This is an optimization exercise on Yosys and OpenROAD, whose aim is small area, not a production implementation. RTL that was checked went through simulation tests only; none was proved equivalent to the original. The flow treats the clock pin as an ideal source, which a real chip does not have. Power figures rest on the tool's default switching activity, not on a simulated workload.

// stopwatchController
module stopwatchController(seg, an, clk, dp, start, stop, up, reset, lap, set, rst);
    output [0:6] seg;
    output [3:0] an;
    output [0:0] dp;
    input clk;
    input start;
    input stop;
    input up;
    input reset;
    input lap;
    input set;
    input rst;
    reg running, flashing, started, countDirection, resetState, lapState, setState;
    reg rstd;            
    reg tickRise;
    reg [10:0] q;        
    reg [2:0] r;         
    wire [3:0] A, B, C, D;
    reg [3:0] lapA, lapC, lapD;
    reg [2:0] lapB;
    wire zero = (A == 4'd3) & (B == 4'd1) & (C == 4'd3) & (D == 4'd3);
    wire run0   = stop ? 1'b0 : (start ? 1'b1 : running);
    wire flash0 = (start | stop) ? 1'b0 : flashing;
    wire lap0   = start ? 1'b0 : lapState;
    wire n_countDirection = run0 ? countDirection : up;
    wire n_resetState = run0 ? resetState : reset;
    wire started0 = reset ? 1'b0 : started;
    wire stopz = zero & started0 & ~setState;
    wire n_running = stopz ? 1'b0 : run0;
    wire n_flashing = ~zero ? 1'b0 : (stopz ? 1'b1 : flash0);
    wire n_started = ~zero | (started0 & setState);
    wire n_lapState = lap | (lap0 & ~n_resetState);
    wire n_setState = n_running ? setState : set;
    wire r4 = r[2] & ~r[0];
    wire qen = n_setState | r4;
    wire [10:0] qinc = q + {10'd0, qen};
    wire wrap = qen & (&q[9:0]);
    wire [2:0] rinc = {r[1] & r[0], r[0], ~r[2]};
    always @(posedge clk)
    begin
        if (rst)
        begin
            running <= 1'b0;
            flashing <= 1'b0;
            started <= 1'b0;
            countDirection <= 1'b1;
            resetState <= 1'b0;
  ...
For scale: roughly 20 I/O pins, ~3300 um^2 of cells after synthesis.
export LEC_CHECK = 0
export CAP_MARGIN = 20
export CORE_MARGIN = 2
export CORE_UTILIZATION = 40
export SLEW_MARGIN = 20
create_clock -name core_clock -period 10.0 [get_ports {clk}]
standard.sh (not shown) runs the stock make flow with config.mk's settings and CLKGATE_MAP_FILE= SYNTH_SCRIPT=/design/flow/synth_recipe.tcl, a recipe that flattens the netlist after the stock synthesis.
==> flow/flow/run.sh <==
#!/bin/bash
# Layout flow: the standard ORFS flow with three changes:
#  - synthesis maps the logic with an area-oriented ABC script (flow/area.abc)
#    in place of ORFS's delay-oriented one; everything else in synthesis,
#    including the registers, is the standard synthesis (synth_recipe.tcl);
#  - the port buffers are the smallest buffer cell;
#  - clock tree synthesis inserts no dummy loads and uses small buffers.
# Each tool's output goes to the ORFS logs under orfs/logs and make.log.
set -euo pipefail
here=$(pwd)
source flow/knobs.sh
# synthesis script: replace the ABC script, then the standard flow's own synthesis
{
  echo "proc abc {args} {"
  echo "  set i [lsearch -exact \$args -script]"
  echo "  if {\$i >= 0} { lset args [expr {\$i + 1}] {$here/flow/area.abc} }"
  echo "  yosys abc {*}\$args"
  echo "}"
  cat synth_recipe.tcl
} > flow_synth.tcl
bash standard.sh SYNTH_SCRIPT="$here/flow_synth.tcl" \
  BUFFER_PORTS_ARGS="$PORTBUF" \
  CTS_ARGS="$CTSARGS" \
  $EXTRA finish > make.log 2>&1
==> flow/flow/area.abc <==
strash
&get -n
&deepsyn -T 60
&put
dch -f
amap
==> flow/flow/knobs.sh <==
PORTBUF="-buffer_cell sky130_fd_sc_hd__buf_1"
CTSARGS="-sink_clustering_enable -repair_clock_nets -dont_use_dummy_load -buf_list {sky130_fd_sc_hd__clkbuf_4 sky130_fd_sc_hd__clkbuf_8}"
EXTRA=""
Next try:
==> flow/flow/area.abc (replaced) <==
strash
dc2
dch -f
amap
==> flow/flow/knobs.sh (replaced) <==
PORTBUF="-buffer_cell sky130_fd_sc_hd__buf_1"
CTSARGS="-sink_clustering_enable -repair_clock_nets -dont_use_dummy_load -buf_list {sky130_fd_sc_hd__clkbuf_4} -sink_buffer_max_cap_derate 0.6"
EXTRA=""
CORE_UTILIZATION = 60   (was 40)
Effect: Clock power falls by 22%. Clock-buffer cell count is unchanged. Power goes down by 5.9%. Design area goes down by 3.6%. Global-route usage increases by 7.0 points. Worst setup slack is better by 0.014 ns. Maximum frequency grows by 0.32%. Via count rose by 1.0%. Critical path depth does not change. Area after synthesis is lower by 0.90%.
Next try:
==> flow/flow/knobs.sh (replaced) <==
PORTBUF="-buffer_cell sky130_fd_sc_hd__buf_1"
CTSARGS="-sink_clustering_enable -repair_clock_nets -dont_use_dummy_load -buf_list {sky130_fd_sc_hd__clkbuf_8} -sink_clustering_size 25 -sink_clustering_max_diameter 200"
EXTRA=""
CORE_UTILIZATION = 40   (was 60)
After rerunning: The new run completed with no timing, DRC or antenna violations; area after synthesis does not change; routed wire length grows by 1.6%; global-route usage shrinks by 6.5 points; worst setup slack got worse by 0.11 ns; total power grows by 7.7%; clock-buffer cell count is unchanged.
Next try:
==> flow/flow/knobs.sh (replaced) <==
PORTBUF="-buffer_cell sky130_fd_sc_hd__buf_1"
CTSARGS="-sink_clustering_enable -repair_clock_nets -dont_use_dummy_load -buf_list sky130_fd_sc_hd__clkbuf_4 sky130_fd_sc_hd__clkbuf_8"
EXTRA=""
This time the run died in clock tree synthesis.
Synthesized cell count does not change.
Area after synthesis is unchanged.
No functional check of the RTL was part of any run of this note.

---

The RTL this note starts from:
==> flow/design.v <==
`timescale 1ns / 1ps
module sevensegdecoder(Seg, Val);
    output [0:6] Seg;
    input [3:0] Val;
    function automatic any(input [15:0] codes, input [3:0] v);
        any = codes[v];
    endfunction
    assign Seg[0] = any(16'b1010000010010001, Val);
    assign Seg[1] = any(16'b0000001100000011, Val);
    assign Seg[2] = any(16'b0000000000100010, Val);
    assign Seg[3] = any(16'b0100010010010011, Val);
    assign Seg[4] = any(16'b1101010111010101, Val);
    assign Seg[5] = any(16'b0100010001110111, Val);
    assign Seg[6] = any(16'b0000010000011111, Val);
endmodule
`timescale 1ns / 1ps
module fourdigitdriver(A, B, C, D, clk, rst, rstd, seg, an, dp, flashing);
    input clk;
    input rst;
    input rstd;
    input [3:0] A, B, C, D;
    input flashing;
    output [3:0] an;
    output [0:6] seg;
    output dp;
    reg [7:0] l;
    reg [8:0] u;
    reg [3:0] Hex;
    reg blank;
    wire z7 = ~|l[6:0];
    wire refresh = z7 & ~l[7];       
    wire last = z7 & l[7];           
    wire fb = l[7] ^ l[5] ^ l[4] ^ l[3] ^ z7;
    wire [9:0] uc;
    assign uc[0] = last;
    genvar i;
    generate
        for (i = 0; i < 9; i = i + 1)
        begin : ucarry
            assign uc[i + 1] = uc[i] & u[i];
        end
    endgenerate
    wire [8:0] un = u ^ uc[8:0];
    wire s0 = refresh & (u[1:0] == 2'd0);
    wire s1 = refresh & (u[1:0] == 2'd1);
    wire s2 = refresh & (u[1:0] == 2'd2);
    wire s3 = refresh & (u[1:0] == 2'd3);
    wire [3:0] hn = ({4{s0}} & A) | ({4{s1}} & B) | ({4{s2}} & C) | ({4{s3}} & D) | ({4{~refresh}} & Hex);
    always @(posedge clk)
    begin
        l <= rst ? 8'd0 : {l[6:0], fb};
        u <= rst ? 9'd0 : un;
        Hex <= (rst | rstd) ? 4'd3 : hn;
        blank <= ~rst & ((un[8] & flashing) | (~refresh & blank));
    end
    wire [1:0] dd = u[1:0] - {1'b0, refresh};
    assign an = rstd ? 4'b0000 : (blank ? 4'b1111 : ~(4'b1000 >> dd));
    assign dp = ~rstd & dd[0];
    sevensegdecoder u1(.Seg(seg), .Val(Hex));
endmodule
`timescale 1ns / 1ps
module counter(min, secmsd, seclsd, ten, clk, rst, tick, clr, en, up);
    output [3:0] min, secmsd, seclsd, ten;
    input clk, rst, tick, clr, en, up;
    reg [3:0] d0, d1, d3; reg [2:0] d2;
    assign ten = d0; assign seclsd = d1; assign secmsd = {1'b0, d2}; assign min = d3;
    wire clear = rst | (tick & clr);
    wire dn = ~up;
    wire e0 = tick & en;
    wire [3:0] a0 = d0 ^ {4{dn}}, a1 = d1 ^ {4{dn}}, a3 = d3 ^ {4{dn}};
    wire [2:0] a2 = d2 ^ {3{dn}};
    wire w0 = a0[3] & a0[2], w1 = a1[3] & a1[2], w2 = a2[2] & a2[1], w3 = a3[3] & a3[2];
    wire e1 = e0 & w0, e2 = e1 & w1, e3 = e2 & w2;
    function automatic [3:0] t10(input [3:0] a, input w);
        t10 = {(a[2] & a[1] & a[0]) | w, (a[1] & a[0]) | w, a[0] | w, 1'b1};
    endfunction
    wire [2:0] t2 = {(a2[1] & a2[0]) | w2, a2[0] | w2, 1'b1};
    always @(posedge clk) begin
        if (clear) begin d0 <= 4'd3; d1 <= 4'd3; d2 <= 3'd1; d3 <= 4'd3; end
        else begin
            d0 <= d0 ^ ({4{e0}} & t10(a0, w0));
            d1 <= d1 ^ ({4{e1}} & t10(a1, w1));
            d2 <= d2 ^ ({3{e2}} & t2);
            d3 <= d3 ^ ({4{e3}} & t10(a3, w3));
        end
    end
endmodule
`timescale 1ns / 1ps
module stopwatchController(seg, an, clk, dp, start, stop, up, reset, lap, set, rst);
    output [0:6] seg;
    output [3:0] an;
    output [0:0] dp;
    input clk;
    input start;
    input stop;
    input up;
    input reset;
    input lap;
    input set;
    input rst;
    reg running, flashing, started, countDirection, resetState, lapState, setState;
    reg rstd;            
    reg tickRise;
    reg [10:0] q;        
    reg [2:0] r;         
    wire [3:0] A, B, C, D;
    reg [3:0] lapA, lapC, lapD;
    reg [2:0] lapB;
    wire zero = (A == 4'd3) & (B == 4'd1) & (C == 4'd3) & (D == 4'd3);
    wire run0   = stop ? 1'b0 : (start ? 1'b1 : running);
    wire flash0 = (start | stop) ? 1'b0 : flashing;
    wire lap0   = start ? 1'b0 : lapState;
    wire n_countDirection = run0 ? countDirection : up;
    wire n_resetState = run0 ? resetState : reset;
    wire started0 = reset ? 1'b0 : started;
    wire stopz = zero & started0 & ~setState;
    wire n_running = stopz ? 1'b0 : run0;
    wire n_flashing = ~zero ? 1'b0 : (stopz ? 1'b1 : flash0);
    wire n_started = ~zero | (started0 & setState);
    wire n_lapState = lap | (lap0 & ~n_resetState);
    wire n_setState = n_running ? setState : set;
    wire r4 = r[2] & ~r[0];
    wire qen = n_setState | r4;
    wire [11:0] qc;
    assign qc[0] = qen;
    genvar i;
    generate
        for (i = 0; i < 11; i = i + 1)
        begin : qcarry
            assign qc[i + 1] = qc[i] & q[i];
        end
    endgenerate
    wire [10:0] qinc = q ^ qc[10:0];
    wire wrap = qc[10];
    wire [2:0] rinc = {r[1] & r[0], r[0], ~r[2]};
    always @(posedge clk)
    begin
        if (rst)
        begin
            running <= 1'b0;
            flashing <= 1'b0;
            started <= 1'b0;
            countDirection <= 1'b1;
            resetState <= 1'b0;
            lapState <= 1'b0;
            setState <= 1'b0;
            tickRise <= 1'b0;
            q <= 11'd24;
            r <= 3'b000;
        end
        else
        begin
            running <= n_running;
            flashing <= n_flashing;
            started <= n_started;
            countDirection <= n_countDirection;
            resetState <= n_resetState;
            lapState <= n_lapState;
            setState <= n_setState;
            tickRise <= wrap & ~q[10];
            q <= wrap ? {qinc[10], 10'd24} : qinc;
            r <= wrap ? 3'b000 : (n_setState ? r : rinc);
        end
        rstd <= rst;
    end
    always @(posedge clk)
        if (rstd | ~n_lapState)
        begin
            lapA <= A;
            lapB <= B;
            lapC <= C;
            lapD <= D;
        end
    counter counter1(A, B, C, D, clk, rst, tickRise, resetState, running, countDirection);
    fourdigitdriver driver1(lapA, {lapB[2] & lapB[1], lapB[2] ^ lapB[1], ~lapB[1], lapB[0]}, lapC, lapD, clk, rst, rstd, seg, an, dp, flashing);
endmodule
export LEC_CHECK = 0
export CAP_MARGIN = 20
export CORE_MARGIN = 2
export CORE_UTILIZATION = 60
export SLEW_MARGIN = 20
create_clock -name core_clock -period 10.0 [get_ports {clk}]
==> flow/flow/run.sh <==
#!/bin/bash
# Layout flow: the standard ORFS flow (standard.sh) with these changes:
#  - synthesis maps the logic with an area-oriented ABC script (flow/area.abc)
#    in place of ORFS's delay-oriented one, and leaves adders to ABC rather
#    than to half-adder cells (ADDER_MAP_FILE empty); everything else in
#    synthesis, including the registers, is the standard synthesis
#    (synth_recipe.tcl);
#  - the port buffers are the smallest buffer cell;
#  - clock tree synthesis inserts no dummy loads, and afterwards each clock
#    buffer is swapped for a smaller one where the flip-flop clock pins keep
#    a low slew (flow/clkdown.tcl).
# Each tool's output goes to the ORFS logs under orfs/logs and make.log.
set -euo pipefail
here=$(pwd)
source flow/knobs.sh
# synthesis script: replace the ABC script, then the standard flow's own synthesis
{
  echo "proc abc {args} {"
  echo "  set i [lsearch -exact \$args -script]"
  echo "  if {\$i >= 0} { lset args [expr {\$i + 1}] {$here/flow/area.abc} }"
  echo "  yosys abc {*}\$args"
  echo "}"
  cat synth_recipe.tcl
} > flow_synth.tcl
bash standard.sh SYNTH_SCRIPT="$here/flow_synth.tcl" \
  BUFFER_PORTS_ARGS="$PORTBUF" \
  CTS_ARGS="$CTSARGS" \
  POST_CTS_TCL="$here/flow/clkdown.tcl" \
  $EXTRA finish > make.log 2>&1
==> flow/flow/area.abc <==
&get -n
&st
&dch -f
&nf -R 1000 -p -F 8 -A 8
&put
==> flow/flow/clkdown.tcl <==
# After clock tree synthesis: swap each clock buffer for the smaller
# clkbuf_4 where the flip-flop clock pins keep a slew (placement estimate)
# at or below clkdown_limit ns; otherwise keep the original cell.
set clkdown_limit 0.105
proc clkdown_worst {} {
  set w 0.0
  foreach p [get_pins -hierarchical */CLK] {
    set s [get_property $p slew_max]
    if {$s > $w} { set w $s }
  }
  return $w
}
estimate_parasitics -placement
puts "clkdown: worst clock pin slew before [clkdown_worst]"
set bufs {}
foreach inst [get_cells *] {
  set ref [get_property $inst ref_name]
  if {[string match sky130_fd_sc_hd__clkbuf_* $ref] && $ref ne "sky130_fd_sc_hd__clkbuf_4"} {
    lappend bufs $inst
  }
}
# leaves (many sinks) first, the root last
set order {}
foreach inst $bufs { lappend order [list [llength [get_pins -of_objects [get_nets -of_objects [get_pins -of_objects $inst -filter "direction == output"]]]] $inst] }
foreach item [lsort -integer -decreasing -index 0 $order] {
  set inst [lindex $item 1]
  set ref [get_property $inst ref_name]
  replace_cell $inst sky130_fd_sc_hd__clkbuf_4
  estimate_parasitics -placement
  set w [clkdown_worst]
  if {$w > $clkdown_limit} {
    replace_cell $inst $ref
    estimate_parasitics -placement
    puts "clkdown: keep [get_full_name $inst] $ref ($w)"
  } else {
    puts "clkdown: [get_full_name $inst] $ref -> clkbuf_4 ($w)"
  }
}
puts "clkdown: worst clock pin slew after [clkdown_worst]"
Other scripts of this flow, unchanged in this note and not shown: flow/flow/knobs.sh
Next try:
==> flow/flow/clkdown.tcl (replaced) <==
# After clock tree synthesis: give each clock buffer the smallest clkbuf
# cell that keeps every flip-flop clock pin's slew (placement estimate) at
# or below clkdown_limit ns; a buffer keeps its cell when none does.
set clkdown_limit 0.105
set clkdown_sizes {sky130_fd_sc_hd__clkbuf_1 sky130_fd_sc_hd__clkbuf_2 sky130_fd_sc_hd__clkbuf_4}
proc clkdown_worst {} {
  set w 0.0
  foreach p [get_pins -hierarchical */CLK] {
    set s [get_property $p slew_max]
    if {$s > $w} { set w $s }
  }
  return $w
}
estimate_parasitics -placement
puts "clkdown: worst clock pin slew before [clkdown_worst]"
set order {}
foreach inst [get_cells *] {
  set ref [get_property $inst ref_name]
  if {[string match sky130_fd_sc_hd__clkbuf_* $ref]} {
    set out [get_pins -of_objects $inst -filter "direction == output"]
    lappend order [list [llength [get_pins -of_objects [get_nets -of_objects $out]]] $inst]
  }
}
# leaves (many sinks) first, the root last
foreach item [lsort -integer -decreasing -index 0 $order] {
  set inst [lindex $item 1]
  set ref [get_property $inst ref_name]
  set done 0
  foreach size $clkdown_sizes {
    if {$size eq $ref} { break }
    replace_cell $inst $size
    estimate_parasitics -placement
    set w [clkdown_worst]
    if {$w <= $clkdown_limit} {
      puts "clkdown: [get_full_name $inst] $ref -> $size ($w)"
      set done 1
      break
    }
  }
  if {!$done} {
    replace_cell $inst $ref
    estimate_parasitics -placement
    puts "clkdown: keep [get_full_name $inst] $ref"
  }
}
puts "clkdown: worst clock pin slew after [clkdown_worst]"
=> Non-clock buffer count stays the same. Clock power stays flat. Synthesized area is unchanged. Global-route usage does not change. Cell count does not change. Count of clock-buffer cells in the layout does not change. Maximum frequency grows by 1.4%. Sequential share of layout area hardly moves. Wire length stays the same.
Next try:
==> flow/flow/area.abc (replaced) <==
strash
balance -l
resub -K 6 -l
rewrite -l
resub -K 6 -N 2 -l
refactor -l
resub -K 8 -l
balance -l
resub -K 8 -N 2 -l
rewrite -l
resub -K 10 -l
rewrite -z -l
resub -K 10 -N 2 -l
balance -l
resub -K 12 -l
refactor -z -l
resub -K 12 -N 2 -l
rewrite -z -l
balance -l
balance -l
resub -K 6 -l
rewrite -l
resub -K 6 -N 2 -l
refactor -l
resub -K 8 -l
balance -l
resub -K 8 -N 2 -l
rewrite -l
resub -K 10 -l
rewrite -z -l
resub -K 10 -N 2 -l
balance -l
resub -K 12 -l
refactor -z -l
resub -K 12 -N 2 -l
rewrite -z -l
balance -l
&get -n
&dch -f
&nf -R 1000 -p -F 8 -A 8 -E 10
&put
Effect:
- The changed run ran to the end with no violations
- flip-flop and latch count stays the same
- power went down by 2.3%
- worst hold slack got worse by 0.011 ns
- worst setup slack is worse by 0.31 ns
- non-clock buffer count does not change
- count of clock-buffer cells in the layout stays the same
- utilization decreases by 0.77 points
- clock skew is lower by 0.0036 ns
- clock power is about the same

-- re-timing with driven ports --
No port has a modelled driver above. Below, the same layouts with a new extraction and two added sets of constraints. Step 1, drivers: a clkbuf_16 drives clk and a buf_2 each remaining input, both assumed. Step 2, shift: input delay + t, output delay - t, t = (earliest + latest rising clock arrival at the registers) / 2. This alone moves slack from input paths to output paths. Three values: ideal, step 1, step 2; two values: the first two.
| run | t, ns | setup slack, ns | worst setup path at the end | latest minus earliest clock arrival (ns) |
|---|---|---|---|---|
| the first run of note 1 | 0.355 | 5.518 / 5.487 / 5.825 | input to register | 0.022 / 0.022 |
| the second run of note 1 | 0.423 | 5.532 / 5.504 / 5.180 | input to register | 0.016 / 0.016 |
| the third run of note 1 | 0.354 | 5.419 / 5.430 / 5.076 | input to register | 0.022 / 0.023 |
| the first run of note 2 | 0.409 | 5.103 / 5.109 / 4.700 | input to register | 0.023 / 0.023 |
| the second run of note 2 | 0.474 | 5.169 / 5.175 / 4.701 | input to register | 0.025 / 0.024 |
| the third run of note 2 | 0.473 | 4.860 / 4.833 / 5.138 | input to register | 0.021 / 0.021 |
After both steps every run listed still meets setup and hold. For the second run of note 2, which loses most, drivers alone change the setup slack by +0.006 ns; drivers and shift together by -0.468 ns.
